Background: an optimization exercise with open tools, aiming at small area. Do not read the settings as production practice. Only simulation tests tie the RTL to the original design; equivalence was not proved. Power is estimated from default activity; no workload was simulated.

==> raven <==
==> flow/design.v <==
`timescale 1ns / 1ps
module spi_master #( parameter integer DIV_COEF = 0 ) (
    input               clk_in,          
    input               nrst,            
    input               request,         
    input   [4:0]       nbits,           
    input  [31:0]       mosi_data,       
    output [31:0]       miso_data,       
    output              ready,           
    output              spi_oe,          
    output              spi_csn,         
    output              spi_sck,         
    output              spi_mosi,        
    output              spi_mosi_oe,     
    input               spi_mosi_in,     
    input               spi_miso         
);
    localparam integer div_coef_i = (DIV_COEF == 0) ? 10000 : DIV_COEF - 1;
    localparam [15:0] div_coef_ = div_coef_i[15:0];
    localparam [2:0]
        S_IDLE0  = 3'd0,     
        S_IDLE1  = 3'd1,     
        S_RUN    = 3'd2,     
        S_FIRST  = 3'd3,     
        S_HIGH   = 3'd4,
        S_LOW    = 3'd5,
        S_FINISH = 3'd6,
        S_END    = 3'd7;
    reg [2:0]  state;
    reg [4:0]  cnt;          
    reg [31:0] miso_reg;
    reg        rd;
    reg        spi3w;
    wire idle = (state == S_IDLE0) || (state == S_IDLE1);
    wire cfg_req = request && (nbits == 5'd0);
    wire mosi_bit = mosi_data[cnt];
    assign ready = (state == S_IDLE1);
    assign spi_oe = !idle;
    assign spi_csn = idle || (state == S_END);
    assign spi_sck = (state != S_LOW);
    assign spi_mosi = (state == S_RUN || state == S_FIRST) ? 1'b1 : mosi_bit;
    wire rd_tri = ({1'b0, cnt} + 6'd8 <= {1'b0, nbits});
    assign spi_mosi_oe = !idle && !(spi3w && rd && rd_tri);
    assign miso_data = miso_reg;
    reg [15:0] divider;
    reg [15:0] div_coef;
    reg divider_out;
    reg configure;
    wire [15:0] coef_d = !nrst ? div_coef_ :
        (configure && (nbits == 5'd0) && mosi_data[31] && mosi_data[23]) ? mosi_data[15:0] : div_coef;
    wire wrap = &divider;
    wire tick = divider_out;
    always @(posedge clk_in) begin
        div_coef <= coef_d;
        if (!nrst || configure || wrap)
            divider <= coef_d;
        else
            divider <= divider - 16'd1;
        divider_out <= nrst && !configure && wrap;
    end
    always @(posedge clk_in) begin
        if (!nrst) begin
            configure <= 1'b0;
            spi3w <= 1'b0;
            state <= S_IDLE0;
        end else begin
            configure <= idle && cfg_req;
            if (idle && cfg_req && mosi_data[31] && mosi_data[24])
                spi3w <= mosi_data[16];
            case (state)
                S_IDLE0, S_IDLE1: if (request && !cfg_req) state <= S_RUN;
                S_RUN:    if (cnt == nbits) state <= S_FIRST;
                S_FIRST:  if (tick) state <= S_LOW;
                S_HIGH:   if (tick) state <= S_LOW;
                S_LOW:    if (tick) state <= (cnt == 5'd0) ? S_FINISH : S_HIGH;
                S_FINISH: if (tick) state <= S_END;
                S_END:    if (tick) state <= S_IDLE1;
            endcase
        end
    end
    always @(posedge clk_in) begin
        case (state)
            S_IDLE0, S_IDLE1: begin
                cnt <= 5'd31;
            end
            S_RUN: begin
                if (cnt == nbits)
                    rd <= mosi_bit;
                else
                    cnt <= cnt - 5'd1;
            end
            S_HIGH: if (tick)
                cnt <= cnt - 5'd1;
            S_LOW: if (tick)
                miso_reg <= {miso_reg[30:0], spi3w ? spi_mosi_in : rd ? spi_miso : 1'b0};
            default: ;
        endcase
    end
endmodule
==> flow/flow/run.sh <==
#!/bin/bash
# Standard ORFS layout (the standard.sh) with smaller port buffers and a
# CTS without dummy loads.
set -euo pipefail
export BUFFER_PORTS_ARGS="-buffer_cell sky130_fd_sc_hd__buf_1"
export CTS_ARGS="-sink_clustering_enable -repair_clock_nets -dont_use_dummy_load -buf_list sky130_fd_sc_hd__clkbuf_4 -root_buf sky130_fd_sc_hd__clkbuf_8"
bash standard.sh > standard.log 2>&1
==> flow/standard.sh <==
#!/bin/bash
# synth_recipe.tcl (not shown) runs the flow's synth.tcl, then flattens the netlist and writes it again
# the make line also repeats each setting of config.mk as NAME=value (left out here)
make -C /OpenROAD-flow-scripts/flow DESIGN_CONFIG=/design/flow/config.mk WORK_HOME=/design/flow/orfs CLKGATE_MAP_FILE= SYNTH_SCRIPT=/design/flow/synth_recipe.tcl "${@:-finish}"
==> flow/config.mk <==
export PLATFORM = sky130hd
export DESIGN_NAME = spi_master
export DESIGN_NICKNAME = spi_master
export VERILOG_FILES = /design/flow/design.v
export SDC_FILE = /design/flow/constraint.sdc
export NUM_CORES = 4
export LEC_CHECK = 0
export CAP_MARGIN = 20
export CORE_MARGIN = 2
export CORE_UTILIZATION = 65
export SLEW_MARGIN = 20
==> flow/constraint.sdc <==
create_clock -name core_clock -period 5.0 [get_ports {clk_in}]
set_input_delay 1.0000 -clock core_clock [delete_from_list [all_inputs] [get_ports {clk_in}]]
set_output_delay 1.0000 -clock core_clock [all_outputs]
set_load 0.01 [all_outputs]
==> umber: changes against raven <==
==> flow/flow/run.sh (replaced) <==
#!/bin/bash
# Standard ORFS layout (the standard.sh) with smaller port buffers and a
# CTS without dummy loads.
set -euo pipefail
export BUFFER_PORTS_ARGS="-buffer_cell sky130_fd_sc_hd__buf_1"
export CTS_ARGS="-sink_clustering_enable -repair_clock_nets -dont_use_dummy_load -buf_list sky130_fd_sc_hd__clkbuf_16 -sink_clustering_size 40 -sink_clustering_max_diameter 200"
bash standard.sh > standard.log 2>&1
- CORE_UTILIZATION: 65 -> 40
==> nickel: changes against raven <==
--- a/flow/design.v
+++ b/flow/design.v
@@ -30,6 +30,7 @@
     reg [4:0]  cnt;          
     reg [31:0] miso_reg;
     reg        rd;
+    reg        rd_tri;
     reg        spi3w;
     wire idle = (state == S_IDLE0) || (state == S_IDLE1);
     wire cfg_req = request && (nbits == 5'd0);
@@ -39,24 +40,22 @@
     assign spi_csn = idle || (state == S_END);
     assign spi_sck = (state != S_LOW);
     assign spi_mosi = (state == S_RUN || state == S_FIRST) ? 1'b1 : mosi_bit;
-    wire rd_tri = ({1'b0, cnt} + 6'd8 <= {1'b0, nbits});
-    assign spi_mosi_oe = !idle && !(spi3w && rd && rd_tri);
+    assign spi_mosi_oe = !idle && !(spi3w && rd_tri);
     assign miso_data = miso_reg;
     reg [15:0] divider;
     reg [15:0] div_coef;
-    reg divider_out;
     reg configure;
-    wire [15:0] coef_d = !nrst ? div_coef_ :
-        (configure && (nbits == 5'd0) && mosi_data[31] && mosi_data[23]) ? mosi_data[15:0] : div_coef;
-    wire wrap = &divider;
-    wire tick = divider_out;
+    wire div_hit = (divider == div_coef);
+    wire tick = &divider;    
     always @(posedge clk_in) begin
-        div_coef <= coef_d;
-        if (!nrst || configure || wrap)
-            divider <= coef_d;
+        if (!nrst)
+            div_coef <= div_coef_;
+        else if (configure && (nbits == 5'd0) && mosi_data[31] && mosi_data[23])
+            div_coef <= mosi_data[15:0];
+        if (!nrst || configure || div_hit)
+            divider <= 16'hFFFF;
         else
-            divider <= divider - 16'd1;
-        divider_out <= nrst && !configure && wrap;
+            divider <= divider + 16'd1;
     end
     always @(posedge clk_in) begin
         if (!nrst) begin
@@ -82,6 +81,7 @@
         case (state)
             S_IDLE0, S_IDLE1: begin
                 cnt <= 5'd31;
+                rd_tri <= 1'b0;
             end
             S_RUN: begin
                 if (cnt == nbits)
@@ -89,8 +89,11 @@
                 else
                     cnt <= cnt - 5'd1;
             end
-            S_HIGH: if (tick)
+            S_HIGH: if (tick) begin
                 cnt <= cnt - 5'd1;
+                if (cnt == nbits - 5'd7 && spi3w && rd)
+                    rd_tri <= 1'b1;
+            end
             S_LOW: if (tick)
                 miso_reg <= {miso_reg[30:0], spi3w ? spi_mosi_in : rd ? spi_miso : 1'b0};
             default: ;
==> flow/flow/run.sh (replaced) <==
#!/bin/bash
# Standard ORFS layout (the standard.sh) with two changes:
#  - port buffers use the smallest buffer cell (buffer_ports -buffer_cell)
#  - CTS does not insert dummy loads
set -euo pipefail
export BUFFER_PORTS_ARGS="-buffer_cell sky130_fd_sc_hd__buf_1"
export CTS_ARGS="-sink_clustering_enable -repair_clock_nets -dont_use_dummy_load"
bash standard.sh > standard.log 2>&1
- CORE_UTILIZATION: 65 -> 40
==> comparison table <==
metric	nickel	raven	umber
Setup crit end	spi_mosi	spi_mosi	spi_mosi_oe
Detailed placement HPWL	5.69 mm	5.23 mm	5.51 mm
Met3 layer usage reported by global route	3.02%	7.88%	4.77%
Run status	no timing/DRC/antenna violations	no timing/DRC/antenna violations	no timing/DRC/antenna violations
Static leakage	1.47 nW	1.45 nW	1.50 nW
Area of the mapped netlist	3650 sq um	3460 sq um	3460 sq um
Netlist cell types	54	47	47
Die outline width	99.6 um	76.9 um	97.0 um
Area of the multi-input gates	1610 sq um	1440 sq um	1440 sq um
Multiplexer share of the synthesized area	4.66%	13.4%	13.4%
Post-synthesis share of cell area spent on and, or, nand and nor gates	19.3%	14.5%	14.5%
Comb group	0.314 mW	0.109 mW	0.115 mW
Inverters excl. clock	9	14	14
Global routing usage summed across all routing layers	15.9%	26.6%	16.5%
Register area	1910 sq um	1900 sq um	1900 sq um

========
==> inputs of quartz <==
RTL: the design.v shown in full above, as it stands there.
Settings: LEC_CHECK=0, CAP_MARGIN=20, CORE_MARGIN=2, CORE_UTILIZATION=40, SLEW_MARGIN=20; clock period 5.0 ns.
standard.sh (not shown) runs the stock make flow with config.mk's settings and CLKGATE_MAP_FILE= SYNTH_SCRIPT=/design/flow/synth_recipe.tcl, a recipe that flattens the netlist after the stock synthesis.
==> flow/flow/run.sh <==
#!/bin/bash
# Standard ORFS layout (the standard.sh) with smaller port buffers and a
# CTS without dummy loads.
set -euo pipefail
export BUFFER_PORTS_ARGS="-buffer_cell sky130_fd_sc_hd__buf_1"
export CTS_ARGS="-sink_clustering_enable -repair_clock_nets -dont_use_dummy_load -buf_list sky130_fd_sc_hd__clkbuf_8 -sink_clustering_size 25 -sink_clustering_max_diameter 100"
bash standard.sh > standard.log 2>&1
==> inputs of sierra, as changes to quartz <==
--- a/flow/design.v
+++ b/flow/design.v
@@ -32,2 +32,3 @@
     reg        rd;
+    reg        rd_tri;
     reg        spi3w;
@@ -41,4 +42,3 @@
     assign spi_mosi = (state == S_RUN || state == S_FIRST) ? 1'b1 : mosi_bit;
-    wire rd_tri = ({1'b0, cnt} + 6'd8 <= {1'b0, nbits});
-    assign spi_mosi_oe = !idle && !(spi3w && rd && rd_tri);
+    assign spi_mosi_oe = !idle && !(spi3w && rd_tri);
     assign miso_data = miso_reg;
@@ -46,15 +46,14 @@
     reg [15:0] div_coef;
-    reg divider_out;
     reg configure;
-    wire [15:0] coef_d = !nrst ? div_coef_ :
-        (configure && (nbits == 5'd0) && mosi_data[31] && mosi_data[23]) ? mosi_data[15:0] : div_coef;
-    wire wrap = &divider;
-    wire tick = divider_out;
+    wire div_hit = (divider == div_coef);
+    wire tick = &divider;    
     always @(posedge clk_in) begin
-        div_coef <= coef_d;
-        if (!nrst || configure || wrap)
-            divider <= coef_d;
+        if (!nrst)
+            div_coef <= div_coef_;
+        else if (configure && (nbits == 5'd0) && mosi_data[31] && mosi_data[23])
+            div_coef <= mosi_data[15:0];
+        if (!nrst || configure || div_hit)
+            divider <= 16'hFFFF;
         else
-            divider <= divider - 16'd1;
-        divider_out <= nrst && !configure && wrap;
+            divider <= divider + 16'd1;
     end
@@ -84,2 +83,3 @@
                 cnt <= 5'd31;
+                rd_tri <= 1'b0;
             end
@@ -91,4 +91,7 @@
             end
-            S_HIGH: if (tick)
+            S_HIGH: if (tick) begin
                 cnt <= cnt - 5'd1;
+                if (cnt == nbits - 5'd7 && spi3w && rd)
+                    rd_tri <= 1'b1;
+            end
             S_LOW: if (tick)
==> flow/run.sh (new file) <==
#!/bin/bash
# synth_recipe.tcl (not shown) runs the flow's synth.tcl, then flattens the netlist and writes it again
# the make line also repeats each setting of config.mk as NAME=value (left out here)
make -C /OpenROAD-flow-scripts/flow DESIGN_CONFIG=/design/flow/config.mk WORK_HOME=/design/flow/orfs CLKGATE_MAP_FILE= SYNTH_SCRIPT=/design/flow/synth_recipe.tcl finish
removed: flow/flow/run.sh
removed: flow/standard.sh
==> inputs of garnet, as changes to quartz <==
--- a/flow/design.v
+++ b/flow/design.v
@@ -32,2 +32,3 @@
     reg        rd;
+    reg        rd_tri;
     reg        spi3w;
@@ -41,4 +42,3 @@
     assign spi_mosi = (state == S_RUN || state == S_FIRST) ? 1'b1 : mosi_bit;
-    wire rd_tri = ({1'b0, cnt} + 6'd8 <= {1'b0, nbits});
-    assign spi_mosi_oe = !idle && !(spi3w && rd && rd_tri);
+    assign spi_mosi_oe = !idle && !(spi3w && rd_tri);
     assign miso_data = miso_reg;
@@ -46,15 +46,14 @@
     reg [15:0] div_coef;
-    reg divider_out;
     reg configure;
-    wire [15:0] coef_d = !nrst ? div_coef_ :
-        (configure && (nbits == 5'd0) && mosi_data[31] && mosi_data[23]) ? mosi_data[15:0] : div_coef;
-    wire wrap = &divider;
-    wire tick = divider_out;
+    wire div_hit = (divider == div_coef);
+    wire tick = &divider;    
     always @(posedge clk_in) begin
-        div_coef <= coef_d;
-        if (!nrst || configure || wrap)
-            divider <= coef_d;
+        if (!nrst)
+            div_coef <= div_coef_;
+        else if (configure && (nbits == 5'd0) && mosi_data[31] && mosi_data[23])
+            div_coef <= mosi_data[15:0];
+        if (!nrst || configure || div_hit)
+            divider <= 16'hFFFF;
         else
-            divider <= divider - 16'd1;
-        divider_out <= nrst && !configure && wrap;
+            divider <= divider + 16'd1;
     end
@@ -84,2 +83,3 @@
                 cnt <= 5'd31;
+                rd_tri <= 1'b0;
             end
@@ -91,4 +91,7 @@
             end
-            S_HIGH: if (tick)
+            S_HIGH: if (tick) begin
                 cnt <= cnt - 5'd1;
+                if (cnt == nbits - 5'd7 && spi3w && rd)
+                    rd_tri <= 1'b1;
+            end
             S_LOW: if (tick)
==> flow/flow/run.sh (replaced) <==
#!/bin/bash
# Standard ORFS layout (the standard.sh) with two changes:
#  - port buffers use the smallest buffer cell (buffer_ports -buffer_cell)
#  - CTS does not insert dummy loads
set -euo pipefail
export BUFFER_PORTS_ARGS="-buffer_cell sky130_fd_sc_hd__buf_1"
export CTS_ARGS="-sink_clustering_enable -repair_clock_nets -dont_use_dummy_load -buf_list sky130_fd_sc_hd__clkbuf_8"
bash standard.sh > standard.log 2>&1
==> run summary <==
met3 wire length=426 um; Reg power frac=54.2%; Slowest Stage Delay on Critical Path=980 ps; status=no timing/DRC/antenna violations; Syn Area/Cell=approximately 11 um2; FILL cells=838; worst-path fanout max=21; R2R setup slack=2480 ps; crit path to=spi_mosi; GR Layer Usage met2=a little under a quarter; non-clk buf share=under 10%; Signal buffers=81; multi-input combinational cell area=around 0.0016 mm2; top post-synthesis cells by area=edfxtp_1, dfxtp_1, nand2_1; slowest stage cell on the critical path=edfxtp_1; cell area after layout=just over 0.004 mm2
That was garnet.
==> run summary <==
Syn Area/Cell=11.7 um2; Signal buffers=82; status=no timing/DRC/antenna violations; GR Layer Usage met2=24.7%; crit path to=spi_mosi_oe; FILL cells=784; met3 wire length=448 um; cell area after layout=approximately 0.0040 mm2; Reg power frac=59.4%; Slowest Stage Delay on Critical Path=490 ps; R2R setup slack=2650 ps; multi-input combinational cell area=0.00144 mm2; non-clk buf share=under 10%
That was quartz.
==> run summary <==
status=no timing/DRC/antenna violations; multi-input combinational cell area=around 0.0016 mm2; Reg power frac=47.8%; slowest stage cell on the critical path=clkdlybuf4s50_1; FILL cells=just over 800; GR Layer Usage met2=26.2%; R2R setup slack=around 2400 ps; top post-synthesis cells by area=edfxtp_1, dfxtp_1, nand2_1; Syn Area/Cell=10.7 um2; worst-path fanout max=2; crit path to=spi_mosi; Slowest Stage Delay on Critical Path=540 ps; cell area after layout=0.00470 mm2; non-clk buf share=17.3%; met3 wire length=between 300 and 400 um; Signal buffers=82
That was sierra.

[afterwards: timing with drivers on the ports]
No port has a modelled driver above. Below, the same layouts with a new extraction and two added sets of constraints.
Step 1 (the two cells are an assumption about what drives the block):
set clk [get_ports {clk_in}]
set_driving_cell -lib_cell sky130_fd_sc_hd__clkbuf_16 $clk
set_driving_cell -lib_cell sky130_fd_sc_hd__buf_2 [delete_from_list [all_inputs] $clk]
Step 2 moves the port delays by t, midway between the first and last clock arrival at a register: inputs arrive t later, outputs are due t later. That takes back most of the time a late clock gives input paths.
a / b / c = ideal / step 1 / step 2; a / b = the first two.
| run | shift t [ns] | slack for setup (ns) | slew at the worst register clock pin (ns) | cell pins on the clock port's net |
|---|---|---|---|---|
| raven | 0.368 | 1.301 / 1.271 / 1.498 | 0.07 / 0.07 | 1 |
| umber | 0.356 | 1.574 / 1.548 / 1.548 | 0.06 / 0.06 | 1 |
| nickel | 0.364 | 1.573 / 1.541 / 1.905 | 0.09 / 0.09 | 1 |
| quartz | 0.364 | 1.584 / 1.557 / 1.557 | 0.08 / 0.08 | 1 |
| sierra | 0.360 | 1.255 / 1.234 / 1.234 | 0.09 / 0.09 | 1 |
| garnet | 0.364 | 1.573 / 1.541 / 1.905 | 0.09 / 0.09 | 1 |
After both steps setup and hold are still met in every run listed. For quartz, which loses most, drivers alone change the setup slack by -0.027 ns; drivers and shift together by -0.027 ns.
